Source: an optimization exercise on an open RTL-to-GDS flow (aim: small area). Production flows keep margins and buffers that such runs may drop. The RTL was checked by simulation tests, not by an equivalence proof against the original design. No run shown here takes its clock network from TritonCTS; it comes from the design's own scripts or RTL. The clock input has no modelled driver; a real chip could not lean on it and would need a root buffer or a full tree. Power is estimated from default activity; no workload was simulated.

File: flow/standard.sh
#!/bin/bash
# synth_recipe.tcl (not shown) runs the flow's synth.tcl, then flattens the netlist and writes it again
# the make line also repeats each setting of config.mk as NAME=value (left out here)
make -C /OpenROAD-flow-scripts/flow DESIGN_CONFIG=/design/flow/config.mk WORK_HOME=/design/flow/orfs CLKGATE_MAP_FILE= SYNTH_SCRIPT=/design/flow/synth_recipe.tcl "${@:-finish}"
File: flow/constraint.sdc
create_clock -name core_clock -period 4.0 [get_ports {aclk}]
set_input_delay 0.8000 -clock core_clock [delete_from_list [all_inputs] [get_ports {aclk}]]
set_output_delay 0.8000 -clock core_clock [all_outputs]
set_load 0.01 [all_outputs]
File: flow/flow/abc_area.script
&get -n
&st
&deepsyn -T 60
&st
&dch
&nf -R 1000 -p
&st
&syn2
&if -g -K 6
&synch2
&nf -R 1000 -p
&put
topo
File: flow/flow/my_synth.tcl
# The standard flow's synthesis script (ORIG_SYNTH_SCRIPT) with its final ABC mapping run
# on flow/abc_area.script (area-oriented) instead of ORFS's speed script.
# Only the combinational mapping changes; the registers are the same.
proc abc { args } {
  set i [lsearch -exact $args -script]
  if { $i >= 0 } {
    set args [lreplace $args [expr {$i + 1}] [expr {$i + 1}] $::env(MY_ABC_SCRIPT)]
  }
  yosys abc {*}$args
}
source $::env(ORIG_SYNTH_SCRIPT)
File: flow/config.mk
export PLATFORM = sky130hd
export DESIGN_NAME = axi4_adapter
export DESIGN_NICKNAME = axi4_adapter
export VERILOG_FILES = /design/flow/design.v
export SDC_FILE = /design/flow/constraint.sdc
export NUM_CORES = 4
export LEC_CHECK = 0
export CAP_MARGIN = 20
export CORE_MARGIN = 2
export CORE_UTILIZATION = 40
export SLEW_MARGIN = 20
File: flow/flow/cts_manual.tcl
# Clock tree made by hand: the clock port drives a few clock buffers, each of
# which drives one cluster of flip-flops. Sourced before ORFS's CTS step; it
# replaces clock_tree_synthesis for that step.
proc manual_cts { buf_master nclusters } {
  set block [ord::get_db_block]
  set master [[ord::get_db] findMaster $buf_master]
  set clk_net [$block findNet aclk]
  set sinks {}
  foreach it [$clk_net getITerms] {
    set loc [[$it getInst] getLocation]
    lappend sinks [list [lindex $loc 0] [lindex $loc 1] $it]
  }
  # split into balanced clusters: halves by x, then each half by y
  set groups [list $sinks]
  set axis 0
  while { [llength $groups] < $nclusters } {
    set next {}
    foreach g $groups {
      set s [lsort -integer -index $axis $g]
      set h [expr {[llength $s] / 2}]
      lappend next [lrange $s 0 [expr {$h - 1}]] [lrange $s $h end]
    }
    set groups $next
    set axis [expr {1 - $axis}]
  }
  set i 0
  foreach g $groups {
    set sx 0; set sy 0
    foreach s $g { incr sx [lindex $s 0]; incr sy [lindex $s 1] }
    set n [llength $g]
    set inst [odb::dbInst_create $block $master "clkbuf_m_$i"]
    set net [odb::dbNet_create $block "clknet_m_$i"]
    $net setSigType CLOCK
    foreach s $g {
      set it [lindex $s 2]
      $it disconnect
      $it connect $net
    }
    [$inst findITerm A] connect $clk_net
    [$inst findITerm X] connect $net
    $inst setLocation [expr {$sx / $n}] [expr {$sy / $n}]
    $inst setPlacementStatus PLACED
    puts "manual_cts: $buf_master clkbuf_m_$i drives $n sinks"
    incr i
  }
}

rename clock_tree_synthesis orfs_clock_tree_synthesis
proc clock_tree_synthesis { args } {
  manual_cts $::env(MANUAL_CTS_BUF) $::env(MANUAL_CTS_N)
  set_propagated_clock [all_clocks]
}
File: flow/design.v
`timescale 1ns/1ps
`timescale 1ns/1ps
module axi_addr (
  input  logic [11:0]   addr,
  input  logic          inc,
  input  logic          wrap,
  input  logic [1:0]    size,
  input  logic [3:1]    len,
  output logic [11:0]   next_addr
);
  logic [11:0] t;        
  logic [6:1]  m;        
  logic [12:0] c;
  logic        s0, s1, s2;
  assign s0 = ~size[1] & ~size[0];
  assign s1 = ~size[1] & size[0];
  assign s2 = size[1];
  assign t  = addr | {10'h000, size[1], size[1] | size[0]};
  assign m[1] = ~wrap | ~s0 | len[1];
  assign m[2] = ~wrap | s2 | (s1 & len[1]) | (s0 & len[2]);
  assign m[3] = ~wrap | (s2 & len[1]) | (s1 & len[2]) | (s0 & len[3]);
  assign m[4] = ~wrap | (s2 & len[2]) | (s1 & len[3]);
  assign m[5] = ~wrap | (s2 & len[3]);
  assign m[6] = ~wrap;
  always_comb begin : comb_carry
    c[0] = inc;
    for (int i = 1; i <= 12; i++) begin
      c[i] = c[i-1] & t[i-1] & ((i <= 6) ? m[i] : 1'b1);
    end
  end : comb_carry
  assign next_addr = t ^ c[11:0];
endmodule
`timescale 1ns/1ps
module axi4_adapter #(
  parameter integer                     AXI_ID_WIDTH = 1,
  parameter integer                     AXI_ADDR_WIDTH = 12,
  parameter integer                     AXI_DATA_WIDTH = 32,
  parameter bit                         ALIGN_ADDR = 1'b1,
  parameter bit                         EN_SEC_MODE = 1'b1,
  parameter bit                         NO_SEC_FAIL = 0,
  parameter bit                         DECOUPLE_W = 1,
  parameter integer                     AXI_BYTE_COUNT  = AXI_DATA_WIDTH / 8
)(
  input  logic                          aclk,
  input  logic                          aresetn,
  input  logic [AXI_ID_WIDTH-1:0]       awid,
  input  logic [AXI_ADDR_WIDTH-1:0]     awaddr,
  input  logic [7:0]                    awlen,
  input  logic [2:0]                    awsize,
  input  logic [1:0]                    awburst,
  /*verilator lint_off UNUSED*/
  input  logic                          awlock,
  input  logic [3:0]                    awcache,
  /*verilator lint_on UNUSED*/
  input  logic [2:0]                    awprot,
  /*verilator lint_off UNUSED*/
  input  logic [3:0]                    awqos,
  input  logic [3:0]                    awregion,
  /*verilator lint_on UNUSED*/
  input  logic                          awvalid,
  output logic                          awready,
  input  logic [AXI_DATA_WIDTH-1:0]     wdata,
  input  logic [AXI_BYTE_COUNT-1:0]     wstrb,
  input  logic                          wlast,
  input  logic                          wvalid,
  output logic                          wready,
  output logic [AXI_ID_WIDTH-1:0]       bid,
  output logic [1:0]                    bresp,
  output logic                          bvalid,
  input  logic                          bready,
  input  logic [AXI_ID_WIDTH-1:0]       arid,
  input  logic [AXI_ADDR_WIDTH-1:0]     araddr,
  input  logic [7:0]                    arlen,
  input  logic [2:0]                    arsize,
  input  logic [1:0]                    arburst,
  /*verilator lint_off UNUSED*/
  input  logic                          arlock,
  input  logic [3:0]                    arcache,
  /*verilator lint_on UNUSED*/
  input  logic [2:0]                    arprot,
  /*verilator lint_off UNUSED*/
  input  logic [3:0]                    arqos,
  input  logic [3:0]                    arregion,
  /*verilator lint_on UNUSED*/
  input  logic                          arvalid,
  output logic                          arready,
  output logic [AXI_ID_WIDTH-1:0]       rid,
  output logic [AXI_DATA_WIDTH-1:0]     rdata,
  output logic [1:0]                    rresp,
  output logic                          rlast,
  output logic                          rvalid,
  input  logic                          rready,
  output logic [AXI_ADDR_WIDTH-1:0]     rif_waddr,
  input  logic                          rif_wvalid,
  output logic                          rif_wr_req,
  output logic [AXI_BYTE_COUNT-1:0]     rif_wstrb,
  output logic [AXI_DATA_WIDTH-1:0]     rif_wdata,
  output logic [AXI_ADDR_WIDTH-1:0]     rif_raddr,
  input  logic                          rif_rvalid,
  output logic                          rif_rd_req,
  input  logic [AXI_DATA_WIDTH-1:0]     rif_rdata
);
  logic                         aw_full;
  logic [11:0]                  awb_addr;
  logic [3:0]                   awb_mode;
  logic                         awb_sec;
  logic                         awb_id;
  logic                         aw_pop_en;    
  logic [11:0]                  waddr;
  logic [3:0]                   aw_mode_q;
  logic [3:0]                   aw_mode;
  logic                         aw_wrap;
  logic [1:0]                   aw_size;
  logic                         aw_sec;
  logic                         i_bid;
  logic                         i_bvalid;
  logic                         wr_err;
  logic                         w_hs;
  logic                         w_last_hs;
  logic                         b_free;
  logic                         aw_pop;
  logic                         aw_take;
  logic                         aw_load;
  logic [11:0]                  next_waddr;
  assign awready   = ~aw_full;
  assign w_hs      = wvalid & wready;
  assign w_last_hs = w_hs & wlast;
  assign b_free    = ~bvalid | bready;
  assign aw_pop    = aw_pop_en | (w_last_hs & b_free);
  assign aw_take   = aw_pop & aw_full;
  always_ff @(posedge aclk) begin : ff_aw_full
    if (!aresetn) begin
      aw_full <= 1'b0;
    end
    else if (aw_full) begin
      aw_full <= ~aw_pop;
    end
    else begin
      aw_full <= awvalid;
    end
  end : ff_aw_full
  logic aw_push;
  assign aw_push = awvalid & ~aw_full;
  always_ff @(posedge aclk) begin : ff_awb
    if (aw_push) begin
      awb_addr <= awaddr;
      awb_mode <= aw_mode;
      awb_sec  <= awprot[1];
      awb_id   <= awid;
    end
  end : ff_awb
  always_ff @(posedge aclk) begin : ff_aw_pop_en
    if (!aresetn) begin
      aw_pop_en <= 1'b1;
    end
    else if (aw_take) begin
      aw_pop_en <= 1'b0;
    end
    else if (w_hs) begin
      aw_pop_en <= wlast & b_free;
    end
    else if (aw_full) begin
      aw_pop_en <= ~(wready | (i_bvalid & ~bready));
    end
  end : ff_aw_pop_en
  always_ff @(posedge aclk) begin : ff_wready
    if (!aresetn) begin
      wready <= 1'b0;
    end
    else if (aw_take) begin
      wready <= 1'b1;
    end
    else if (w_last_hs) begin
      wready <= 1'b0;
    end
  end : ff_wready
  logic aw_keep;
  assign aw_load = ~wready | w_last_hs;
  assign aw_keep = wready & ~(wvalid & wlast);
  always_ff @(posedge aclk) begin : ff_aw_q
    aw_mode_q <= (aw_mode_q & {4{aw_keep}}) | (awb_mode & {4{aw_load}});
    aw_sec    <= (aw_sec & aw_keep) | (awb_sec & aw_load);
  end : ff_aw_q
  assign aw_mode[3:2] = awburst[1] ? awsize[1:0] : 2'b11;
  assign aw_mode[1:0] = awburst[1] ? {awlen[2], awlen[3] | (awlen[1] & ~awlen[2])} :
                        awburst[0] ? awsize[1:0] : 2'b11;
  assign aw_wrap = ~(aw_mode_q[3] & aw_mode_q[2]);
  assign aw_size = aw_wrap ? aw_mode_q[3:2] : aw_mode_q[1:0];
  axi_addr u_axi_waddr (
    .addr       (waddr),
    .inc        (wvalid & ~(&aw_mode_q)),
    .wrap       (aw_wrap),
    .size       (aw_size),
    .len        ({aw_mode_q[1] & aw_mode_q[0], aw_mode_q[1], aw_mode_q[1] | aw_mode_q[0]}),
    .next_addr  (next_waddr)
  );
  always_ff @(posedge aclk) begin : ff_waddr
    waddr <= aw_load ? awb_addr : next_waddr;
  end : ff_waddr
  assign rif_wr_req = aw_sec & w_hs;
  assign rif_waddr  = {waddr[11:2], 2'b00};
  assign rif_wdata  = wdata;
  assign rif_wstrb  = wstrb;
  assign bresp = {wr_err, 1'b0};
  always_ff @(posedge aclk) begin : ff_wr_err
    if (!aresetn) begin
      wr_err <= 1'b0;
    end
    else if (w_hs) begin
      wr_err <= wr_err | ~aw_sec | ~rif_wvalid;
    end
    else if (bready) begin
      wr_err <= 1'b0;
    end
  end : ff_wr_err
  always_ff @(posedge aclk) begin : ff_i_bvalid
    if (!aresetn) begin
      i_bvalid <= 1'b0;
    end
    else if (w_last_hs && bvalid && !bready) begin
      i_bvalid <= 1'b1;
    end
    else if (bready) begin
      i_bvalid <= 1'b0;
    end
  end : ff_i_bvalid
  always_ff @(posedge aclk) begin : ff_bvalid
    if (!aresetn) begin
      bvalid <= 1'b0;
    end
    else if (w_last_hs) begin
      bvalid <= 1'b1;
    end
    else if (bready) begin
      bvalid <= i_bvalid;
    end
  end : ff_bvalid
  always_ff @(posedge aclk) begin : ff_bid
    if (aw_pop) begin
      i_bid <= awb_id;
    end
    if (b_free) begin
      bid <= i_bid;
    end
  end : ff_bid
  logic                         rd_req;
  logic                         ar_hs;
  logic                         ar_sec;
  logic                         ar_sec_q;
  logic [11:0]                  raddr;
  logic [11:0]                  i_raddr;
  logic [11:0]                  next_raddr;
  logic [1:0]                   ar_size_q;
  logic [1:0]                   ar_burst_q;
  logic [3:1]                   ar_len_q;
  logic [1:0]                   i_rsize;
  logic [1:0]                   i_rburst;
  logic [3:1]                   i_rlen;
  logic                         i_rid;
  logic                         rd_err;
  logic                         en_r_cnt_4_0;
  logic                         en_r_cnt_8_5;
  logic [4:0]                   r_cnt_4_0;
  logic [3:0]                   r_cnt_8_5;
  logic [8:0]                   r_cnt;
  logic [8:0]                   next_r_cnt;
  logic                         rlast_d;
  assign ar_hs  = arvalid & arready;
  assign rd_req = (arvalid | ~arready) & ~(rvalid & ~rready);
  always_ff @(posedge aclk) begin : ff_arready
    if (!aresetn) begin
      arready <= 1'b1;
    end
    else if (ar_hs) begin
      arready <= (arlen == 8'd0) & rd_req;
    end
    else if (rready && rvalid && !arready) begin
      arready <= ~(|r_cnt[8:2]) & ~(r_cnt[1] & r_cnt[0]);    
    end
  end : ff_arready
  assign r_cnt = {r_cnt_8_5, r_cnt_4_0};
  logic       r_ext;
  logic [8:0] r_ld;
  logic [8:0] r_dec;
  logic [8:0] r_cy;
  logic [9:0] r_bw;
  assign r_ext = rvalid & ~rready;
  always_comb begin : comb_r_cnt_arith
    r_cy[0] = 1'b0;
    r_ld[0] = arlen[0] ^ ~r_ext;
    r_cy[1] = arlen[0] & ~r_ext;
    r_ld[1] = arlen[1] ^ (r_ext | r_cy[1]);
    r_cy[2] = arlen[1] & (r_ext | r_cy[1]);
    for (int i = 2; i < 8; i++) begin
      r_ld[i]   = arlen[i] ^ r_cy[i];
      r_cy[i+1] = arlen[i] & r_cy[i];
    end
    r_ld[8] = r_cy[8];
    r_bw[0] = 1'b1;
    for (int i = 0; i < 9; i++) begin
      r_dec[i]  = r_cnt[i] ^ r_bw[i];
      r_bw[i+1] = r_bw[i] & ~r_cnt[i];
    end
  end : comb_r_cnt_arith
  assign next_r_cnt = ar_hs ? r_ld : r_dec;
  assign en_r_cnt_4_0 = ar_hs | (rready & rvalid);
  assign en_r_cnt_8_5 = en_r_cnt_4_0 & ~(|r_cnt_4_0);
  always_ff @(posedge aclk) begin : ff_r_cnt
    if (!aresetn) begin
      r_cnt_4_0 <= '0;
      r_cnt_8_5 <= '0;
    end
    else begin
      if (en_r_cnt_4_0) begin
        r_cnt_4_0 <= next_r_cnt[4:0];
      end
      if (en_r_cnt_8_5) begin
        r_cnt_8_5 <= next_r_cnt[8:5];
      end
    end
  end : ff_r_cnt
  assign i_raddr  = arready ? araddr : raddr;
  assign i_rsize  = arready ? arsize[1:0] : ar_size_q;
  assign i_rburst = arready ? arburst : ar_burst_q;
  assign i_rlen   = arready ? arlen[3:1] : ar_len_q;
  assign ar_sec   = arready ? arprot[1] : ar_sec_q;
  axi_addr u_axi_raddr (
    .addr       (i_raddr),
    .inc        (rd_req & (i_rburst != 2'd0)),
    .wrap       (i_rburst[1]),
    .size       (i_rsize),
    .len        (i_rlen),
    .next_addr  (next_raddr)
  );
  always_ff @(posedge aclk) begin : ff_raddr
    raddr      <= next_raddr;
    ar_size_q  <= i_rsize;
    ar_burst_q <= i_rburst;
    ar_len_q   <= i_rlen;
    ar_sec_q   <= ar_sec;
  end : ff_raddr
  always_ff @(posedge aclk) begin : ff_rid
    if (arready) begin
      i_rid <= arid;
    end
    if (!arvalid || arready) begin
      rid <= ar_hs ? arid : i_rid;
    end
  end : ff_rid
  always_ff @(posedge aclk) begin : ff_rvalid
    if (!aresetn) begin
      rvalid <= 1'b0;
    end
    else begin
      rvalid <= rd_req | (rvalid & ~rready);
    end
  end : ff_rvalid
  always_ff @(posedge aclk) begin : ff_rdata
    rdata <= (rdata & {32{~rd_req}}) | (rif_rdata & {32{rd_req & ar_sec}});
    rd_err <= rd_req & (~ar_sec | ~rif_rvalid);
  end : ff_rdata
  assign rresp = {rd_err, 1'b0};
  always_comb begin : comb_rlast
    rlast_d = rlast;
    if (!rvalid || rready) begin
      if (ar_hs) begin
        rlast_d = (arlen == 8'd0);
      end
      else if (rvalid) begin
        rlast_d = (r_cnt == 9'd2);
      end
      else begin
        rlast_d = (r_cnt == 9'd1);
      end
    end
  end : comb_rlast
  always_ff @(posedge aclk) begin : ff_rlast
    rlast <= rlast_d;
  end : ff_rlast
  assign rif_rd_req = ar_sec & rd_req;
  assign rif_raddr  = {i_raddr[11:2], 2'b00};
endmodule
File: flow/flow/run.sh
#!/bin/bash
# The standard ORFS layout (standard.sh) with:
#  - an area-oriented ABC script for the combinational mapping (flow/my_synth.tcl),
#  - 1x buffers on the ports,
#  - a clock tree made by hand: the clock port drives four clock buffers, each
#    driving one quarter of the flip-flops (flow/cts_manual.tcl).
# Each tool's output is logged in this folder.
set -euo pipefail
here=$(pwd)
orig=$(grep -o 'SYNTH_SCRIPT=[^ ]*' standard.sh | head -1 | cut -d= -f2-)
export ORIG_SYNTH_SCRIPT="$orig"
export MY_ABC_SCRIPT="$here/flow/abc_area.script"
sed "s#SYNTH_SCRIPT=[^ ]*#SYNTH_SCRIPT=$here/flow/my_synth.tcl#" standard.sh > my_standard.sh
export ADDER_MAP_FILE=
export BUFFER_PORTS_ARGS="-buffer_cell sky130_fd_sc_hd__buf_1"
export PRE_CTS_TCL="$here/flow/cts_manual.tcl"
export MANUAL_CTS_BUF=sky130_fd_sc_hd__clkbuf_16
export MANUAL_CTS_N=4
bash my_standard.sh > standard.log 2>&1
==> results of run 1 <==
-- registers in the layout, indices dropped and copies added (netlist names), 2 cells and up --
name / cells
raddr: 12
r_cnt_8_5: 4
ar_len_q: 3
rdata: 32
ar_burst_q: 2
waddr: 12
ar_size_q: 2
awb_addr: 12
r_cnt_4_0: 5
aw_mode_q: 4
awb_mode: 4
-- kinds of logic (layout without fill, tap and decap cells) --
| kind of cell | Yosys count | count (layout) | share of synthesized area |
|---|---|---|---|
| and+or+nand+nor | 124 | 124 | 0.127 |
| DFF | 110 | 110 | 0.516 |
| AOI/OAI and AO/OA | 97 | 97 | 0.137 |
| buffers and inverters | 67 | 173 | 0.0963 |
| xor gates and xnor gates | 34 | 34 | 0.0632 |
| muxes | 26 | 26 | 0.0600 |
| other | 1 | 6 | 0.000795 |
-- synthesized netlist by cell type --
library cell | count | area, um2
sky130_fd_sc_hd__dfxtp_1 | 87 | 1740
sky130_fd_sc_hd__buf_4 | 54 | 405
sky130_fd_sc_hd__nand2_1 | 43 | 161
sky130_fd_sc_hd__a22o_1 | 32 | 280
sky130_fd_sc_hd__o21ai_0 | 25 | 125
sky130_fd_sc_hd__edfxtp_1 | 23 | 691
sky130_fd_sc_hd__a21oi_1 | 21 | 105
sky130_fd_sc_hd__nor2_1 | 19 | 71.3
sky130_fd_sc_hd__mux2_1 | 18 | 203
sky130_fd_sc_hd__xnor2_1 | 18 | 158
sky130_fd_sc_hd__xor2_1 | 16 | 140
sky130_fd_sc_hd__nand3_1 | 14 | 70.1
sky130_fd_sc_hd__clkinv_1 | 13 | 48.8
sky130_fd_sc_hd__nand2b_1 | 12 | 75.1
sky130_fd_sc_hd__nor3_1 | 9 | 45.0
sky130_fd_sc_hd__mux2i_1 | 8 | 80.1
sky130_fd_sc_hd__o22ai_1 | 6 | 37.5
sky130_fd_sc_hd__and3_1 | 5 | 31.3
sky130_fd_sc_hd__a31oi_1 | 4 | 25.0
sky130_fd_sc_hd__nand4_1 | 4 | 25.0
sky130_fd_sc_hd__nor4_1 | 4 | 25.0
sky130_fd_sc_hd__or2_0 | 4 | 25.0
sky130_fd_sc_hd__nor2b_1 | 3 | 18.8
sky130_fd_sc_hd__nor3b_1 | 3 | 22.5
sky130_fd_sc_hd__a211oi_1 | 2 | 15.0
sky130_fd_sc_hd__and2_0 | 2 | 12.5
sky130_fd_sc_hd__o21a_1 | 2 | 15.0
sky130_fd_sc_hd__o32ai_1 | 2 | 17.5
sky130_fd_sc_hd__a2bb2oi_1 | 1 | 8.76
sky130_fd_sc_hd__conb_1 | 1 | 3.75
sky130_fd_sc_hd__nand3b_1 | 1 | 7.51
sky130_fd_sc_hd__o211a_1 | 1 | 10.0
sky130_fd_sc_hd__o21bai_1 | 1 | 7.51
sky130_fd_sc_hd__or3_1 | 1 | 6.26
-- worst max-delay path by stage --
stage / start / to / slack, ns
floorplan: rready / raddr[11] / 0.69
detailed placement: arlen[1] / raddr[11] / 0.73
finish: arready / raddr[11] / 0.84
global placement: arlen[1] / raddr[11] / 0.79
global route: arready / raddr[11] / 0.46
CTS: arready / raddr[11] / 0.86
-- report_power, final --
group / switching, mW / internal (mW)
logic: 0.258 / 0.193
clock network: 0.279 / 0.185
registers: 0.0859 / 1.27
total: 0.622 / 1.65
-- metrics by stage --
| step | area (um2) | utilization | setup slack, ns |
|---|---|---|---|
| floorplan | 4730 | - | 0.689 |
| global placement | 5110 | 0.446 | 0.793 |
| detailed placement | 5110 | 0.446 | 0.730 |
| CTS | 5210 | 0.454 | 0.859 |
| global route | 5210 | 0.454 | 0.458 |
| finish | 5210 | 0.454 | 0.838 |
-- routing by layer --
metal | up-vias | part of all wire | GRT usage | wire length [um]
met1 | 1624 | 0.47 | 0.211 | 4690
li1 | 1786 | - | - | -
met2 | 115 | 0.45 | 0.249 | 4470
met5 | - | 0 | 0 | 0
met3 | 19 | 0.067 | 0.0254 | 664
met4 | 0 | 0.015 | 0.0285 | 148
-- worst reg2reg max path, cell delays in order, from the launching register on --
cell	delay, ns
sky130_fd_sc_hd__dfxtp_1	0.77
sky130_fd_sc_hd__buf_4	0.35
sky130_fd_sc_hd__mux2i_1	0.12
sky130_fd_sc_hd__o21ai_0	0.17
sky130_fd_sc_hd__nand2_1	0.10
sky130_fd_sc_hd__nor3_1	0.34
sky130_fd_sc_hd__o211a_1	0.28
sky130_fd_sc_hd__nand2_1	0.12
sky130_fd_sc_hd__nor3b_1	0.34
sky130_fd_sc_hd__and2_0	0.26
sky130_fd_sc_hd__nand2_1	0.09
sky130_fd_sc_hd__xnor2_1	0.16
-- layout make-up --
| cell class | count | area (um2) | share of cell area |
|---|---|---|---|
| plain buffers | 4 | 100 | 0.0192 |
| inverters | 13 | 48.8 | 0.00937 |
| multi-input cells | 287 | 1850 | 0.355 |
| flip-flops and latches | 110 | 2430 | 0.467 |
| well taps | 143 | 179 | 0.0343 |
| repair buffers | 156 | 601 | 0.115 |
==> flow_summary_export.csv, run 1 <==
group,metric,value,unit
floorplan,effective_utilization_at_floorplan,0.411,
setup_path,cp_top_family,"simple AND/OR/NAND/NOR gates",
setup_path,kind_of_launch_point_of_the_worst_setup_path,"flip-flop",
synthesis,synth.avg_cell_area,10.3,um2
hold_path,hold_start,"i_bid",
hold_path,hold_path_end,"bid",
floorplan,placeableCoreArea,11500,um2
global_route,grt_first_pass_wirelength,16.4,mm
route,wl_per_cell,14.0,um
route,drt.antenna.violating_nets,0,
synthesis,ys_warn_count,2,
setup_path,critical_path_peak_fanout,17,
setup_path,worstRegToRegCells,11,
sta,fmaxAchievable,316,MHz
setup_path,worstPathCellList,"buf_4 > mux2i_1 > o21ai_0 > nand2_1 > nor3_1 > o211a_1 > nand2_1 > nor3b_1 > and2_0 > nand2_1 > xnor2_1",
sta,max_transition_viols_final,0,
setup_path,timing_worst_setup_path_type,"flip-flop to flip-flop",
synthesis,synth_sequential_area_ratio,0.516,
sta,tns,0,ns
layout,final.fill_count,1131,
floorplan,die_area,12700,um2
floorplan,chipWidth,113,um
power_and_ir_drop,power_per_cell_area,436,nW/um2
sta,worst_pin_slew,1.00,ns
setup_path,number_of_stages_on_the_worst_setup_path,11,
route,drc,0,
sta,rsz0062_at_grt,"no",
layout,antenna-diode-count,0,
synthesis,synth_cells,459,
placed_design,hpwl,7.43,mm
setup_path,rr_endpoint,"raddr[11]",
layout,final_cells,713,
setup_path,r2r-start,"arready",
placed_design,placement.io_buffers,152,
route,mean_number_of_vias_per_cell,4.97,
floorplan,ios,268,
power_and_ir_drop,cellLeakagePower,1.92,nW
setup_path,worst-r2r-setup-slack,0.84,ns
hold_path,hold_path_class,"flip-flop to flip-flop",
cts,worst_setup_hold_path_clk_slew,0.10,ns
hold_path,holdPathStages,0,
floorplan,die-height,113,um
placed_design,place.gp.congestion,0.780,
run,cap_viol_max_count,0,
global_route,pin_count_of_the_biggest_net_entering_global_routing,34,
setup_path,timing.critical_path.mode_cell,"sky130_fd_sc_hd__nand2_1",
route,drt_pre_antenna_iters,4,
global_route,grt_pass1_vias,3521,
route,postRouteWirelength,9.97,mm
setup_path,crit_buf_inv,1,
setup_path,timing.critical_path.required,4.09,ns
layout,layout.cells.most_common,"sky130_fd_sc_hd__buf_1",
setup_path,timing.critical_path.slowest_cell_delay,0.77,ns
floorplan,floorplan.rows,39,
sta,timing.max_slew.rel_slack,0.328,
layout,layout.cells.most_common_list,"sky130_fd_sc_hd__buf_1, sky130_fd_sc_hd__dfxtp_1, sky130_fd_sc_hd__nand2_1",
sta,final_min_period_over_clock_period,0.790,
layout,synthToLayoutAreaGrowth,10.5,%
synthesis,post_synth_num_cell_types,34,
cts,cts_resized,0,
sta,hold_ws,0.433,ns
layout,drive_gt1_frac,0.0158,
sta,final-setup-viol-count,0,
sta,clock-skew-final,0.00889,ns
global_route,total_congestion_overflow,0,
sta,report.final.hold_viol_count,0,
route,routed-via-count,3544,
cts,post_cts_buffers,0,
setup_path,critical_path_arrival,3.25,ns
cts,hold_bufs_inserted_after_cts,0,
layout,final_nets,734,
global_route,total_routing_resource_utilization_after_global_routing,0.151,
route,initialDrtViolationCount,180,
setup_path,cp_slowest_cell,"sky130_fd_sc_hd__dfxtp_1",
sta,fin_crit,3.16,ns
run_status,run_status,"complete, no violations",
synthesis,mappedNetlistArea,4710,um2
synthesis,register_bit_count_reported_by_yosys,110,
setup_path,critPathCaptureType,"flip-flop",
global_route,grt_antenna_before_repair,0,
placed_design,dpl.cell_count,709,
power_and_ir_drop,post_layout_total_power,2.27,mW
power_and_ir_drop,irDropWorstVdd,307,uV
cts,clk-insertion-delay-late,0.17,ns
==> run 2: changes to the inputs <==
--- a/flow/flow/run.sh
+++ b/flow/flow/run.sh
@@ -11,7 +11,6 @@
 export ORIG_SYNTH_SCRIPT="$orig"
 export MY_ABC_SCRIPT="$here/flow/abc_area.script"
 sed "s#SYNTH_SCRIPT=[^ ]*#SYNTH_SCRIPT=$here/flow/my_synth.tcl#" standard.sh > my_standard.sh
-export ADDER_MAP_FILE=
 export BUFFER_PORTS_ARGS="-buffer_cell sky130_fd_sc_hd__buf_1"
 export PRE_CTS_TCL="$here/flow/cts_manual.tcl"
 export MANUAL_CTS_BUF=sky130_fd_sc_hd__clkbuf_16
==> flow_summary_export.csv, run 2 <==
group,metric,value,unit
layout,layout.cells.most_common,"sky130_fd_sc_hd__buf_1",
floorplan,chipWidth,114,um
layout,largest_register_ff_count,32,
route,initialDrtViolationCount,148,
layout,final_nets,758,
setup_path,timing_worst_setup_path_type,"primary input to flip-flop",
synthesis,netlist_top_cells_area,"sky130_fd_sc_hd__dfxtp_1, sky130_fd_sc_hd__edfxtp_1, sky130_fd_sc_hd__ha_1",
sta,rsz0062_at_grt,"no",
sta,final_min_period_over_clock_period,0.963,
synthesis,post_synth_num_cell_types,40,
sta,report.final.hold_viol_count,0,
synthesis,synth_most_common_cell,"sky130_fd_sc_hd__dfxtp_1",
setup_path,rr_endpoint,"waddr[10]",
setup_path,critical_path_arrival,3.91,ns
run,cap_viol_max_count,0,
setup_path,critical_path_peak_fanout,2,
sta,clock-skew-final,0.00671,ns
setup_path,kind_of_launch_point_of_the_worst_setup_path,"primary input",
floorplan,effective_utilization_at_floorplan,0.407,
floorplan,placeableCoreArea,11900,um2
power_and_ir_drop,cellLeakagePower,2.19,nW
route,wl_per_cell,13.9,um
sta,final-setup-viol-count,0,
power_and_ir_drop,power_per_cell_area,392,nW/um2
hold_path,hold_path_end,"i_bid",
power_and_ir_drop,switching_power,593,uW
setup_path,timing.critical_path.required,4.06,ns
synthesis,ys_dominant_reg_cell,"sky130_fd_sc_hd__dfxtp_1",
synthesis,synth_sequential_area_ratio,0.502,
floorplan,ios,268,
layout,storage_cell_area,2440,um2
layout,antenna-diode-count,0,
setup_path,worstRegToRegCells,22,
synthesis,synth_enable_flop_cells,23,
route,drt_pre_antenna_iters,4,
sta,fmaxAchievable,260,MHz
floorplan,floorplan.rows,40,
hold_path,hold_path_class,"flip-flop to flip-flop",
layout,drive_gt1_frac,0.121,
setup_path,critPathCaptureType,"flip-flop",
synthesis,synth.avg_cell_area,11.4,um2
sta,timing.max_slew.rel_slack,0.563,
placed_design,hpwl,7.50,mm
placed_design,place.gp.congestion,0.782,
layout,area_of_the_multi_input_gates,2190,um2
synthesis,register_bit_count_reported_by_yosys,110,
setup_path,worst-r2r-setup-slack,0.21,ns
global_route,grt_pass1_vias,3410,
floorplan,die_area,13000,um2
route,drc,0,
layout,largest-register,"rdata",
global_route,total_routing_resource_utilization_after_global_routing,0.142,
floorplan,die-height,114,um
power_and_ir_drop,power_report.internal_total,1.66,mW
power_and_ir_drop,post_layout_total_power,2.25,mW
synthesis,synth_cells,426,
layout,final_cells,703,
cts,clk-insertion-delay-late,0.16,ns
route,mean_number_of_vias_per_cell,4.99,
layout,synthToLayoutAreaGrowth,18.4,%
synthesis,netlist.area_leader.share,0.360,
placed_design,dpl.cell_count,699,
global_route,grt_first_pass_wirelength,15.7,mm
global_route,grt_antenna_before_repair,0,
global_route,total_congestion_overflow,0,
sta,tns,0,ns
synthesis,yosysTopAreaCell,"sky130_fd_sc_hd__dfxtp_1",
synthesis,yosys-top-cells-count,"sky130_fd_sc_hd__dfxtp_1, sky130_fd_sc_hd__buf_4, sky130_fd_sc_hd__ha_1",
global_route,pin_count_of_the_biggest_net_entering_global_routing,34,
route,drt.antenna.violating_nets,0,
power_and_ir_drop,share_comb_of_total_power,0.206,
power_and_ir_drop,power.clock.fraction,0.204,
layout,fin_util,0.481,
setup_path,r2r-start,"aw_mode_q[1]",
power_and_ir_drop,power.sequential.fraction,0.590,
synthesis,mappedNetlistArea,4840,um2
power_and_ir_drop,irDropWorstVdd,280,uV
synthesis,ys_warn_count,2,
sta,fin_crit,3.85,ns
sta,worst_pin_slew,0.656,ns
run_status,run_status,"complete, no violations",
hold_path,holdPathStages,0,
sta,max_transition_viols_final,0,
layout,final.fill_count,1137,
hold_path,hold_start,"awb_id",
synthesis,synth-async-reset-ratio,0,
route,postRouteWirelength,9.80,mm
route,routed-via-count,3505,
placed_design,placement.io_buffers,152,
layout,layout.cells.most_common_list,"sky130_fd_sc_hd__buf_1, sky130_fd_sc_hd__dfxtp_1, sky130_fd_sc_hd__a22o_1",
cts,worst_setup_hold_path_clk_slew,0.10,ns
power_and_ir_drop,netSwitchingFraction,0.264,
[run 2: cell count changes after synthesis, sizes merged, moves of 10 or more]
| cell | change |
|---|---|
| ha | +38 |
| mux2 | +12 |
| nand2 | -17 |
| nand3 | -10 |
| o21ai | -19 |
| xnor2 | -16 |
| xor2 | -15 |
[run 2: repair_timing]
action	CTS	global route
endpoints found under the setup margin	5	5
buffers inserted	0	0
cloned	0	0
hold buffers	0	0
resized for setup	17	29
endpoints found under the hold margin	0	0
pin swaps	2	11
[run 2: metal layers]
layer | GRT usage | part of all wire | wire length [um] | up-vias
li1 | - | - | - | 1744
met1 | 0.177 | 0.43 | 4220 | 1626
met2 | 0.258 | 0.49 | 4770 | 125
met3 | 0.0303 | 0.072 | 706 | 10
met4 | 0.0179 | 0.010 | 102 | 0
met5 | 0 | 0 | 0 | -
[run 2: worst max-delay path by stage]
stage	start	end	slack, ns	cells after the start
4_1_cts	wvalid	waddr[10]	0.009	21
6_report	arburst[1]	raddr[11]	0.15	23
3_3_place_gp	wvalid	waddr[10]	-0.25	21
5_1_grt	wvalid	waddr[10]	0.001	21
3_5_place_dp	wvalid	waddr[10]	-0.35	21
2_1_floorplan	arburst[0]	raddr[11]	0.01	21
[run 2: power groups by stage]
stage	Sequential (mW)	Combinational (mW)	Clock, mW
global placement	1.34	0.438	0
global route	1.34	0.527	0.518
detailed placement	1.35	0.454	0
finish	1.33	0.463	0.459
CTS	1.33	0.460	0.481
floorplan	1.37	0.298	0
[run 2: critical path: stages]
cell                       delay (ns)
sky130_fd_sc_hd__buf_2           0.12
sky130_fd_sc_hd__mux2i_4         0.15
sky130_fd_sc_hd__clkinv_2        0.08
sky130_fd_sc_hd__nor2_1          0.09
sky130_fd_sc_hd__nor2_1          0.05
sky130_fd_sc_hd__ha_2            0.17
sky130_fd_sc_hd__o31a_1          0.11
sky130_fd_sc_hd__ha_2            0.17
sky130_fd_sc_hd__o21a_1          0.10
sky130_fd_sc_hd__ha_2            0.17
sky130_fd_sc_hd__o21a_1          0.10
sky130_fd_sc_hd__ha_1            0.16
sky130_fd_sc_hd__a21boi_1        0.13
sky130_fd_sc_hd__ha_2            0.17
sky130_fd_sc_hd__and2_1          0.13
sky130_fd_sc_hd__ha_1            0.17
sky130_fd_sc_hd__and2_4          0.14
sky130_fd_sc_hd__ha_4            0.15
sky130_fd_sc_hd__ha_4            0.15
sky130_fd_sc_hd__ha_4            0.15
sky130_fd_sc_hd__ha_4            0.16
sky130_fd_sc_hd__ha_4            0.15
sky130_fd_sc_hd__xor2_1          0.15
[run 2: logic make-up (layout without fill, tap and decap cells)]
group / count (synthesis) / count (layout) / share of synthesized area
compound gates: 92 / 92 / 0.140
xor+xnor: 3 / 3 / 0.00543
fa+ha+maj: 38 / 38 / 0.0982
buf+inv: 74 / 199 / 0.0992
flops: 110 / 110 / 0.502
mux: 36 / 36 / 0.0821
other cells: 1 / 6 / 0.000774
simple gates: 72 / 72 / 0.0721
[run 2: final cells by class]
class,count,area share
multi-input combinational,247,0.382
timing repair buffer,175,0.130
sequential,110,0.425
buffer,4,0.0175
inverter,20,0.0133
tap,147,0.0321
[run 2: stage by stage]
step	hold slack [ns]	area, um2	worst slack (ns)
global route	0.449	5730	0.00137
detailed placement	0.408	5450	-0.355
floorplan	0.400	4920	0.0140
finish	0.433	5730	0.149
global placement	0.403	5450	-0.254
CTS	0.435	5580	0.00878
==> run 3: changes to the inputs <==
--- a/flow/flow/run.sh
+++ b/flow/flow/run.sh
@@ -15,4 +15,4 @@
 export PRE_CTS_TCL="$here/flow/cts_manual.tcl"
 export MANUAL_CTS_BUF=sky130_fd_sc_hd__clkbuf_16
 export MANUAL_CTS_N=4
-bash my_standard.sh > standard.log 2>&1
+bash standard.sh > standard.log 2>&1
==> flow_summary_export.csv, run 3 <==
group,metric,value,unit
layout,antenna-diode-count,0,
setup_path,timing.critical_path.slowest_cell_delay,0.41,ns
setup_path,cp-startpoint,"arsize[0]",
synthesis,synth_cells,444,
route,drc,0,
synthesis,post_synth_num_cell_types,45,
floorplan,chipWidth,115,um
power_and_ir_drop,power.sequential.fraction,0.561,
sta,final-setup-viol-count,0,
floorplan,die-height,115,um
setup_path,critical_path_peak_fanout,3,
power_and_ir_drop,switching_power,682,uW
sta,timing.max_slew.rel_slack,0.308,
synthesis,ys_dominant_reg_cell,"sky130_fd_sc_hd__dfxtp_1",
synthesis,netlist_top_cells_area,"sky130_fd_sc_hd__dfxtp_1, sky130_fd_sc_hd__edfxtp_1, sky130_fd_sc_hd__ha_1",
run_status,run_status,"complete, no violations",
layout,area_of_the_multi_input_gates,2210,um2
synthesis,synth_most_common_cell,"sky130_fd_sc_hd__dfxtp_1",
route,initialDrtViolationCount,163,
synthesis,register_bit_count_reported_by_yosys,110,
layout,storage_cell_area,2440,um2
sta,final_min_period_over_clock_period,0.975,
sta,clock-skew-final,0.00654,ns
hold_path,hold_path_class,"flip-flop to flip-flop",
layout,final_nets,757,
placed_design,place.gp.congestion,0.846,
global_route,grt_pass1_vias,3340,
placed_design,placedInstanceArea,5540,um2
synthesis,yosysTopAreaCell,"sky130_fd_sc_hd__dfxtp_1",
setup_path,kind_of_launch_point_of_the_worst_setup_path,"primary input",
synthesis,yosys-top-cells-count,"sky130_fd_sc_hd__dfxtp_1, sky130_fd_sc_hd__buf_4, sky130_fd_sc_hd__ha_1",
cts,clk-insertion-delay-late,0.17,ns
sta,fin_crit,3.90,ns
setup_path,cp_slowest_cell,"sky130_fd_sc_hd__o41a_1",
setup_path,worstRegToRegCells,22,
setup_path,critical_path_arrival,3.98,ns
synthesis,ys_warn_count,2,
power_and_ir_drop,share_comb_of_total_power,0.250,
floorplan,ios,268,
setup_path,crit_path_end,"raddr[11]",
floorplan,placeableCoreArea,12100,um2
power_and_ir_drop,power.clock.fraction,0.189,
power_and_ir_drop,power_report.internal_total,1.76,mW
route,drt.antenna.violating_nets,0,
synthesis,mappedNetlistArea,4970,um2
global_route,total_routing_resource_utilization_after_global_routing,0.134,
layout,final.fill_count,1126,
layout,final_area,5780,um2
route,drt_pre_antenna_iters,4,
setup_path,r2r-start,"aw_mode_q[1]",
power_and_ir_drop,power_per_cell_area,423,nW/um2
placed_design,placement.io_buffers,152,
setup_path,number_of_stages_on_the_worst_setup_path,20,
global_route,grt_first_pass_wirelength,15.1,mm
sta,max_transition_viols_final,0,
cts,worst_setup_hold_path_clk_slew,0.11,ns
global_route,grt_antenna_before_repair,0,
setup_path,worstPathCellList,"buf_1 > mux2i_2 > inv_2 > o41a_1 > ha_2 > o31a_1 > ha_2 > a21boi_2 > ha_2 > o31a_1 > ha_2 > o21a_1 > ha_2 > and2_1 > ha_2 > ha_4 > ha_4 > ha_4 > ha_4 > xor2_1",
synthesis,synth-async-reset-ratio,0,
floorplan,floorplan.rows,40,
floorplan,effective_utilization_at_floorplan,0.412,
route,routed-via-count,3511,
layout,layout.cells.most_common,"sky130_fd_sc_hd__buf_1",
global_route,pin_count_of_the_biggest_net_entering_global_routing,35,
hold_path,hold_start,"awb_id",
layout,fin_util,0.479,
synthesis,synth_enable_flop_cells,23,
sta,worst_pin_slew,1.03,ns
layout,layout.cells.most_common_list,"sky130_fd_sc_hd__buf_1, sky130_fd_sc_hd__dfxtp_1, sky130_fd_sc_hd__a22o_1",
layout,synthToLayoutAreaGrowth,16.3,%
synthesis,netlist.area_leader.share,0.350,
synthesis,synth_sequential_area_ratio,0.489,
power_and_ir_drop,netSwitchingFraction,0.279,
route,postRouteWirelength,9.93,mm
setup_path,worst-r2r-setup-slack,0.18,ns
placed_design,pre_cts_slack,-0.248,ns
setup_path,rr_endpoint,"waddr[10]",
power_and_ir_drop,irDropWorstVdd,307,uV
route,mean_number_of_vias_per_cell,4.86,
layout,drive_gt1_frac,0.184,
sta,report.final.hold_viol_count,0,
layout,largest_register_ff_count,32,
global_route,total_congestion_overflow,0,
setup_path,cp_top_family,"adder cells",
run,cap_viol_max_count,0,
synthesis,synth.avg_cell_area,11.2,um2
floorplan,die_area,13300,um2
placed_design,hpwl,7.41,mm
route,wl_per_cell,13.7,um
sta,setup_ws,0.0982,ns
setup_path,timing.critical_path.mode_cell,"sky130_fd_sc_hd__ha_2",
sta,fmaxAchievable,256,MHz
setup_path,crit_buf_inv,2,
setup_path,timing.critical_path.required,4.07,ns
setup_path,critPathCaptureType,"flip-flop",
setup_path,timing_worst_setup_path_type,"primary input to flip-flop",
power_and_ir_drop,cellLeakagePower,2.24,nW
sta,hold_ws,0.429,ns
layout,largest-register,"rdata",
-- run 3: cells by family after synthesis --
kind of cell / count (synthesis) / synth area share
AO/OA/AOI/OAI: 92 / 0.137
adder cells (fa/ha/maj): 38 / 0.0956
flip-flops: 110 / 0.489
buffers and inverters: 90 / 0.118
other: 1 / 0.000754
XOR/XNOR: 3 / 0.00529
multiplexers: 36 / 0.0821
AND/OR/NAND/NOR: 74 / 0.0715
-- run 3: layout make-up --
class,count,share of cell area
sequential,110,0.422
tap,168,0.0364
inverter,19,0.0123
multi-input combinational,249,0.383
buffer,4,0.0173
timing repair buffer,173,0.130
-- run 3: per-layer routing --
metal / share of wire / global-route usage / vias up
met4: 0.013 / 0.0217 / 0
met2: 0.48 / 0.237 / 127
met1: 0.43 / 0.178 / 1626
li1: - / - / 1738
met5: 0 / 0 / -
met3: 0.070 / 0.0199 / 20
-- run 3: metrics by stage --
stage | cells | setup TNS [ns] | total power, mW
floorplan | 449 | -0.00346 | 1.84
global placement | 717 | -0.291 | 1.97
detailed placement | 717 | -0.609 | 1.99
CTS | 721 | 0 | 2.45
global route | 723 | -0.0437 | 2.59
finish | 723 | 0 | 2.44
-- run 3: worst reg2reg max path: stages, from the launching register on --
cell                       delay [ns]
sky130_fd_sc_hd__dfxtp_1         0.34
sky130_fd_sc_hd__nand2b_1        0.18
sky130_fd_sc_hd__nor3b_2         0.18
sky130_fd_sc_hd__o21bai_1        0.08
sky130_fd_sc_hd__ha_2            0.17
sky130_fd_sc_hd__o41a_1          0.11
sky130_fd_sc_hd__ha_2            0.18
sky130_fd_sc_hd__a21boi_2        0.15
sky130_fd_sc_hd__ha_2            0.18
sky130_fd_sc_hd__a21boi_2        0.15
sky130_fd_sc_hd__ha_2            0.16
sky130_fd_sc_hd__a21boi_2        0.15
sky130_fd_sc_hd__ha_2            0.19
sky130_fd_sc_hd__nand2_2         0.06
sky130_fd_sc_hd__nor2_2          0.04
sky130_fd_sc_hd__ha_2            0.18
sky130_fd_sc_hd__and3_4          0.15
sky130_fd_sc_hd__ha_4            0.16
sky130_fd_sc_hd__ha_4            0.15
sky130_fd_sc_hd__ha_4            0.16
sky130_fd_sc_hd__ha_4            0.15
sky130_fd_sc_hd__ha_4            0.20
sky130_fd_sc_hd__mux2_4          0.25
-- run 3: repair_timing --
action | 4_1_cts | 5_1_grt
gates resized for setup | 7 | 29
endpoints found under the setup margin | 1 | 4
pin swaps | 0 | 6
hold buffers | 0 | 0
setup buffers | 0 | 2
-- run 3: how the worst min path moves through the flow --
stage               cells after the start    end
detailed placement                      0  i_bid
floorplan                               0    bid
global route                            0    bid
finish                                  0  i_bid
global placement                        0    bid
CTS                                     0  i_bid
-- run 3: power groups by stage --
stage               Clock [mW]  Sequential [mW]  Combinational [mW]
floorplan                    0             1.40               0.437
global placement             0             1.39               0.585
detailed placement           0             1.39               0.602
finish                   0.463             1.37               0.612
global route             0.516             1.39               0.689
CTS                      0.478             1.37               0.605
==> run 4: changes to the inputs <==
--- a/flow/flow/run.sh
+++ b/flow/flow/run.sh
@@ -1,6 +1,8 @@
 #!/bin/bash
 # The standard ORFS layout (standard.sh) with:
 #  - an area-oriented ABC script for the combinational mapping (flow/my_synth.tcl),
+#    and no extraction of half/full adder cells (ADDER_MAP_FILE empty), which
+#    leaves the hand-written carry chains to ABC,
 #  - 1x buffers on the ports,
 #  - a clock tree made by hand: the clock port drives four clock buffers, each
 #    driving one quarter of the flip-flops (flow/cts_manual.tcl).
@@ -11,8 +13,9 @@
 export ORIG_SYNTH_SCRIPT="$orig"
 export MY_ABC_SCRIPT="$here/flow/abc_area.script"
 sed "s#SYNTH_SCRIPT=[^ ]*#SYNTH_SCRIPT=$here/flow/my_synth.tcl#" standard.sh > my_standard.sh
+export ADDER_MAP_FILE=
 export BUFFER_PORTS_ARGS="-buffer_cell sky130_fd_sc_hd__buf_1"
 export PRE_CTS_TCL="$here/flow/cts_manual.tcl"
 export MANUAL_CTS_BUF=sky130_fd_sc_hd__clkbuf_16
 export MANUAL_CTS_N=4
-bash standard.sh > standard.log 2>&1
+bash my_standard.sh > standard.log 2>&1
==> flow_summary_export.csv, run 4 <==
group,metric,value,unit
run_status,run_status,"complete, no violations",
placed_design,place.gp.congestion,0.780,
cts,cts_resized,0,
layout,largest-register,"rdata",
setup_path,cp_top_family,"simple AND/OR/NAND/NOR gates",
synthesis,netlist.area_leader.share,0.369,
cts,hold_bufs_inserted_after_cts,0,
setup_path,timing_worst_setup_path_type,"flip-flop to flip-flop",
hold_path,hold_path_class,"flip-flop to flip-flop",
sta,timing.max_slew.rel_slack,0.328,
power_and_ir_drop,power_per_cell_area,436,nW/um2
layout,largest_register_ff_count,32,
global_route,grt_antenna_before_repair,0,
synthesis,yosys-top-cells-count,"sky130_fd_sc_hd__dfxtp_1, sky130_fd_sc_hd__buf_4, sky130_fd_sc_hd__nand2_1",
route,drt.antenna.violating_nets,0,
sta,final_min_period_over_clock_period,0.790,
sta,rsz0062_at_grt,"no",
synthesis,yosysTopAreaCell,"sky130_fd_sc_hd__dfxtp_1",
setup_path,kind_of_launch_point_of_the_worst_setup_path,"flip-flop",
cts,worst_setup_hold_path_clk_slew,0.10,ns
synthesis,synth_sequential_area_ratio,0.516,
route,mean_number_of_vias_per_cell,4.97,
power_and_ir_drop,cellLeakagePower,1.92,nW
route,highest-signal-layer,"met4",
floorplan,ios,268,
global_route,total_routing_resource_utilization_after_global_routing,0.151,
synthesis,synth_enable_flop_cells,23,
floorplan,die_area,12700,um2
route,route.met3.wl,664,um
setup_path,critical_path_arrival,3.25,ns
floorplan,chipWidth,113,um
setup_path,timing.critical_path.mode_cell,"sky130_fd_sc_hd__nand2_1",
synthesis,synth.avg_cell_area,10.3,um2
synthesis,synth_cells,459,
route,drt_pre_antenna_iters,4,
route,postRouteWirelength,9.97,mm
setup_path,worstPathCellList,"buf_4 > mux2i_1 > o21ai_0 > nand2_1 > nor3_1 > o211a_1 > nand2_1 > nor3b_1 > and2_0 > nand2_1 > xnor2_1",
sta,clock-skew-final,0.00889,ns
setup_path,timing.critical_path.slowest_cell_delay,0.77,ns
layout,final.fill_count,1131,
synthesis,mappedNetlistArea,4710,um2
sta,tns,0,ns
synthesis,ys_dominant_reg_cell,"sky130_fd_sc_hd__dfxtp_1",
floorplan,effective_utilization_at_floorplan,0.411,
sta,fmaxAchievable,316,MHz
setup_path,timing.critical_path.required,4.09,ns
route,drc,0,
layout,final_cells,713,
placed_design,hpwl,7.43,mm
global_route,grt_pass1_vias,3521,
route,met1Wirelength,4.69,mm
synthesis,synth_most_common_cell,"sky130_fd_sc_hd__dfxtp_1",
global_route,pin_count_of_the_biggest_net_entering_global_routing,34,
sta,final-setup-viol-count,0,
run,cap_viol_max_count,0,
synthesis,register_bit_count_reported_by_yosys,110,
floorplan,placeableCoreArea,11500,um2
placed_design,placement.io_buffers,152,
layout,drive_gt1_frac,0.0158,
layout,antenna-diode-count,0,
route,initialDrtViolationCount,180,
synthesis,ys_warn_count,2,
synthesis,netlist_top_cells_area,"sky130_fd_sc_hd__dfxtp_1, sky130_fd_sc_hd__edfxtp_1, sky130_fd_sc_hd__buf_4",
route,wl_per_cell,14.0,um
synthesis,post_synth_num_cell_types,34,
setup_path,crit_buf_inv,1,
layout,area_of_the_multi_input_gates,1850,um2
cts,clk-insertion-delay-late,0.17,ns
sta,report.final.hold_viol_count,0,
global_route,grt_first_pass_wirelength,16.4,mm
setup_path,critPathCaptureType,"flip-flop",
route,wl_met2,4.47,mm
layout,layout.cells.most_common_list,"sky130_fd_sc_hd__buf_1, sky130_fd_sc_hd__dfxtp_1, sky130_fd_sc_hd__nand2_1",
sta,worst_pin_slew,1.00,ns
floorplan,floorplan.rows,39,
route,routed-via-count,3544,
synthesis,synth-async-reset-ratio,0,
placed_design,dpl.cell_count,709,
setup_path,cp_slowest_cell,"sky130_fd_sc_hd__dfxtp_1",
sta,fin_crit,3.16,ns
sta,max_transition_viols_final,0,
cts,post_cts_buffers,0,
setup_path,critical_path_peak_fanout,17,
power_and_ir_drop,irDropWorstVdd,307,uV
layout,synthToLayoutAreaGrowth,10.5,%
floorplan,die-height,113,um
layout,storage_cell_area,2430,um2
global_route,total_congestion_overflow,0,
layout,layout.cells.most_common,"sky130_fd_sc_hd__buf_1",
layout,final_nets,734,
run 4: changes by cell type after synthesis, sizes merged, moves of 10 or more:
| cell | delta |
|---|---|
| xnor2 | +16 |
| mux2 | -11 |
| xor2 | +15 |
| buf | -10 |
| inv | -19 |
| clkinv | +13 |
| ha | -38 |
| o21ai | +23 |
| nand2 | +18 |
run 4: stage by stage:
stage | worst slack (ns) | instance area (um2) | total power, mW | util | hold WS (ns)
after global placement | 0.793 | 5110 | 1.83 | 0.446 | 0.405
after global routing | 0.458 | 5210 | 2.40 | 0.454 | 0.440
after detailed placement | 0.730 | 5110 | 1.84 | 0.446 | 0.411
after floorplan | 0.689 | 4730 | 1.72 | - | 0.400
final | 0.838 | 5210 | 2.27 | 0.454 | 0.433
after CTS | 0.859 | 5210 | 2.29 | 0.454 | 0.437
run 4: path summary, 6_finish.rpt:
| path | from | end | slack [ns] | cells past startpoint |
|---|---|---|---|---|
| hold / removal | i_bid | bid | 0.43 | 0 |
| setup / recovery | arready | raddr[11] | 0.84 | 11 |
| setup reg to reg | arready | raddr[11] | 0.84 | 11 |
| hold reg to reg | i_bid | bid | 0.43 | 0 |
run 4: where the power goes:
group / internal, mW / switching (mW)
logic: 0.193 / 0.258
clock network: 0.185 / 0.279
registers: 1.27 / 0.0859
run 4: area by class of cell:
type                            count  share of cell area
Sequential cell                   110               0.467
Buffer                              4              0.0192
Inverter                           13             0.00937
Timing Repair Buffer              156               0.115
Multi-Input combinational cell    287               0.355
Tap cell                          143              0.0343
run 4: cell families (layout without fill, tap and decap cells):
kind of cell | after synthesis | after routing | share of synthesized area
and+or+nand+nor | 124 | 124 | 0.127
DFF | 110 | 110 | 0.516
AOI/OAI and AO/OA | 97 | 97 | 0.137
buffers and inverters | 67 | 173 | 0.0963
xor gates and xnor gates | 34 | 34 | 0.0632
muxes | 26 | 26 | 0.0600
other | 1 | 6 | 0.000795
run 4: routing by layer:
| layer | up-vias | track usage |
|---|---|---|
| met1 | 1624 | 0.211 |
| met4 | 0 | 0.0285 |
| met2 | 115 | 0.249 |
| met3 | 19 | 0.0254 |
| li1 | 1786 | - |
| met5 | - | 0 |
run 4: worst register-to-register path: cells and delay by family (launching register included):
| family | cells | cell delay (ns) |
|---|---|---|
| compound gates | 2 | 0.45 |
| buf+inv | 1 | 0.35 |
| simple gates | 6 | 1.25 |
| xor+xnor | 1 | 0.16 |
| flops | 1 | 0.77 |
| mux | 1 | 0.12 |
==> run 5: changes to the inputs <==
--- a/flow/design.v
+++ b/flow/design.v
@@ -250,12 +250,11 @@
   logic [11:0]                  raddr;
   logic [11:0]                  i_raddr;
   logic [11:0]                  next_raddr;
-  logic [1:0]                   ar_size_q;
-  logic [1:0]                   ar_burst_q;
-  logic [3:1]                   ar_len_q;
-  logic [1:0]                   i_rsize;
-  logic [1:0]                   i_rburst;
-  logic [3:1]                   i_rlen;
+  logic [3:0]                   ar_mode;
+  logic [3:0]                   ar_mode_q;
+  logic [3:0]                   i_rmode;
+  logic                         ar_wrap;
+  logic [1:0]                   ar_size;
   logic                         i_rid;
   logic                         rd_err;
   logic                         en_r_cnt_4_0;
@@ -320,23 +319,24 @@
     end
   end : ff_r_cnt
   assign i_raddr  = arready ? araddr : raddr;
-  assign i_rsize  = arready ? arsize[1:0] : ar_size_q;
-  assign i_rburst = arready ? arburst : ar_burst_q;
-  assign i_rlen   = arready ? arlen[3:1] : ar_len_q;
+  assign ar_mode[3:2] = arburst[1] ? arsize[1:0] : 2'b11;
+  assign ar_mode[1:0] = arburst[1] ? {arlen[2], arlen[3] | (arlen[1] & ~arlen[2])} :
+                        arburst[0] ? arsize[1:0] : 2'b11;
+  assign i_rmode  = arready ? ar_mode : ar_mode_q;
+  assign ar_wrap  = ~(i_rmode[3] & i_rmode[2]);
+  assign ar_size  = ar_wrap ? i_rmode[3:2] : i_rmode[1:0];
   assign ar_sec   = arready ? arprot[1] : ar_sec_q;
   axi_addr u_axi_raddr (
     .addr       (i_raddr),
-    .inc        (rd_req & (i_rburst != 2'd0)),
-    .wrap       (i_rburst[1]),
-    .size       (i_rsize),
-    .len        (i_rlen),
+    .inc        (rd_req & ~(&i_rmode)),
+    .wrap       (ar_wrap),
+    .size       (ar_size),
+    .len        ({i_rmode[1] & i_rmode[0], i_rmode[1], i_rmode[1] | i_rmode[0]}),
     .next_addr  (next_raddr)
   );
   always_ff @(posedge aclk) begin : ff_raddr
     raddr      <= next_raddr;
-    ar_size_q  <= i_rsize;
-    ar_burst_q <= i_rburst;
-    ar_len_q   <= i_rlen;
+    ar_mode_q  <= i_rmode;
     ar_sec_q   <= ar_sec;
   end : ff_raddr
   always_ff @(posedge aclk) begin : ff_rid
--- a/flow/config.mk
+++ b/flow/config.mk
@@ -7,5 +7,5 @@
 export LEC_CHECK = 0
 export CAP_MARGIN = 20
 export CORE_MARGIN = 2
-export CORE_UTILIZATION = 40
+export CORE_UTILIZATION = 60
 export SLEW_MARGIN = 20
==> flow_summary_export.csv, run 5 <==
group,metric,value,unit
synthesis,yosys-top-cells-count,"sky130_fd_sc_hd__dfxtp_1, sky130_fd_sc_hd__buf_4, sky130_fd_sc_hd__nand2_1",
synthesis,synth_sequential_area_ratio,0.509,
placed_design,pre_cts_slack,0.275,ns
hold_path,holdPathStages,0,
synthesis,synth_enable_flop_cells,23,
floorplan,die_area,8480,um2
hold_path,hold_path_class,"flip-flop to flip-flop",
sta,report.final.hold_viol_count,0,
layout,drive_gt1_frac,0.0175,
sta,timing.max_slew.rel_slack,0.330,
synthesis,netlist_top_cells_area,"sky130_fd_sc_hd__dfxtp_1, sky130_fd_sc_hd__edfxtp_1, sky130_fd_sc_hd__buf_4",
layout,largest_register_ff_count,32,
route,drc,0,
placed_design,hpwl,7.46,mm
global_route,total_routing_resource_utilization_after_global_routing,0.219,
sta,max_transition_viols_final,0,
placed_design,placement.io_buffers,152,
layout,layout.cells.most_common_list,"sky130_fd_sc_hd__buf_1, sky130_fd_sc_hd__dfxtp_1, sky130_fd_sc_hd__nand2_1",
route,drt.antenna.violating_nets,0,
layout,final.fill_count,656,
sta,clock-skew-final,0.00759,ns
floorplan,chipWidth,92.1,um
cts,clk-insertion-delay-late,0.16,ns
setup_path,timing_worst_setup_path_type,"primary input to flip-flop",
synthesis,netlist.area_leader.share,0.361,
global_route,pin_count_of_the_biggest_net_entering_global_routing,38,
run,cap_viol_max_count,0,
sta,setup_ws,0.566,ns
cts,hold_bufs_inserted_after_cts,0,
sta,final-setup-viol-count,0,
setup_path,timing.critical_path.mode_cell,"sky130_fd_sc_hd__o21ai_0",
global_route,grt_pass1_vias,3400,
layout,final_nets,735,
sta,final_min_period_over_clock_period,0.858,
setup_path,timing.critical_path.slowest_cell_delay,0.64,ns
setup_path,worstRegToRegCells,13,
synthesis,post_synth_num_cell_types,41,
setup_path,cp_slowest_cell,"sky130_fd_sc_hd__or4b_1",
run_status,run_status,"complete, no violations",
power_and_ir_drop,cellLeakagePower,1.87,nW
route,routed-via-count,3627,
power_and_ir_drop,post_layout_total_power,2.25,mW
synthesis,ys_warn_count,2,
cts,worst_setup_hold_path_clk_slew,0.10,ns
setup_path,critical_path_arrival,3.45,ns
setup_path,kind_of_launch_point_of_the_worst_setup_path,"primary input",
route,drt_pre_antenna_iters,4,
floorplan,floorplan.rows,32,
synthesis,ys_dominant_reg_cell,"sky130_fd_sc_hd__dfxtp_1",
route,postRouteWirelength,9.83,mm
synthesis,synth-async-reset-ratio,0,
setup_path,timing.critical_path.required,4.02,ns
sta,tns,0,ns
floorplan,effective_utilization_at_floorplan,0.612,
sta,fmaxAchievable,291,MHz
floorplan,die-height,92.1,um
synthesis,synth_most_common_cell,"sky130_fd_sc_hd__dfxtp_1",
synthesis,register_bit_count_reported_by_yosys,107,
global_route,grt_antenna_before_repair,0,
synthesis,synth_cells,460,
setup_path,critPathCaptureType,"flip-flop",
floorplan,placeableCoreArea,7610,um2
layout,final_cells,673,
placed_design,place.gp.congestion,0.891,
route,wl_per_cell,14.6,um
layout,layout.cells.most_common,"sky130_fd_sc_hd__buf_1",
layout,antenna-diode-count,0,
floorplan,ios,268,
setup_path,worstPathCellList,"buf_1 > o21ai_0 > or4b_1 > nor4b_2 > nand3_1 > nor3_1 > nand4_1 > nor2b_1 > nand2_1 > xor2_1 > o21ai_0",
cts,post_cts_buffers,0,
synthesis,mappedNetlistArea,4660,um2
sta,fin_crit,3.43,ns
sta,rsz0062_at_grt,"no",
layout,synthToLayoutAreaGrowth,9.67,%
global_route,total_congestion_overflow,0,
global_route,grt_first_pass_wirelength,15.6,mm
synthesis,yosysTopAreaCell,"sky130_fd_sc_hd__dfxtp_1",
setup_path,critical_path_peak_fanout,6,
placed_design,dpl.cell_count,669,
route,mean_number_of_vias_per_cell,5.39,
route,initialDrtViolationCount,95,
power_and_ir_drop,power_per_cell_area,441,nW/um2
synthesis,synth.avg_cell_area,10.1,um2
power_and_ir_drop,irDropWorstVdd,315,uV
layout,largest-register,"rdata",
sta,worst_pin_slew,1.00,ns
[run 5: worst max-delay path, delay by kind of cell]
kind                   cells  cell delay (ns)
AND/OR/NAND/NOR            7             1.99
AO/OA/AOI/OAI              2             0.31
XOR/XNOR                   1             0.17
buffers and inverters      1             0.21
[run 5: path summary, 6_finish.rpt]
check                             startpoint        end  slack (ns)
worst min-delay path                  awb_id      i_bid        0.44
worst min register to register        awb_id      i_bid        0.44
worst max register to register  aw_mode_q[1]  waddr[11]        0.61
worst max-delay path                  wvalid  waddr[11]        0.57
[run 5: report_power, final]
| group | switching (mW) | leakage (nW) | total (mW) | internal, mW |
|---|---|---|---|---|
| clock | 0.261 | 0.0493 | 0.446 | 0.185 |
| sequential | 0.0818 | 0.924 | 1.33 | 1.24 |
| combinational | 0.275 | 0.899 | 0.478 | 0.203 |
[run 5: kinds of logic after synthesis]
family	after synthesis	share of synthesized area
xor+xnor	34	0.0639
other cells	1	0.000805
mux	19	0.0441
compound gates	99	0.146
buf+inv	71	0.101
fa+ha+maj	1	0.00215
flops	107	0.509
simple gates	128	0.133
[run 5: repair_timing]
item,CTS,global route
gates resized for setup,0,1
endpoints found under the setup margin,0,1
endpoints found under the hold margin,0,0
[run 5: cell type report]
class                           count  area (um2)  share of cell area
Inverter                           17        63.8              0.0125
Timing Repair Buffer              156         601               0.118
Multi-Input combinational cell    287        1840               0.361
Buffer                              4         100              0.0196
Tap cell                          102         128              0.0250
Sequential cell                   107        2370               0.464
[run 5: layer usage]
metal	track usage	vias to the layer above	routed length, um
met3	0.0493	12	767
met4	0.0311	0	131
met1	0.284	1690	4290
met2	0.384	130	4650
li1	-	1795	-
met5	0	-	0
[run 5: stage by stage]
| step | instance area, um2 | util | hold WS, ns |
|---|---|---|---|
| 5_1_grt | 5110 | 0.672 | 0.454 |
| 4_1_cts | 5100 | 0.671 | 0.440 |
| 6_report | 5110 | 0.672 | 0.440 |
| 3_3_place_gp | 5000 | 0.658 | 0.400 |
| 3_5_place_dp | 5000 | 0.658 | 0.423 |
| 2_1_floorplan | 4680 | - | 0.400 |

re-timing with driven ports:
No port has a modelled driver above. Below, the same layouts with a new extraction and two added sets of constraints. Step 1, drivers: a clkbuf_16 drives aclk and a buf_2 each remaining input, both assumed. Step 2 times the ports against the registers' clock, not the clock port: input delays grow and output delays shrink by t, the midpoint of the rising clock arrivals with the driver on. Slacks: ideal / step 1 / step 2; pairs: ideal / step 1.
run	t (ns)	setup WS [ns]	cell pins on the clock port's net
run 1	0.240	0.838 / 0.838 / 0.690	4
run 2	0.247	0.149 / 0.210 / -0.037	4
run 3	0.245	0.098 / 0.157 / -0.088	4
run 4	0.240	0.838 / 0.838 / 0.690	4
run 5	0.233	0.566 / 0.603 / 0.370	4
Met with ideal ports but missed after step 2: setup timing in run 2 and run 3. The setup slack of run 5, which loses most, moves by +0.037 ns with the drivers and by -0.196 ns with both steps.
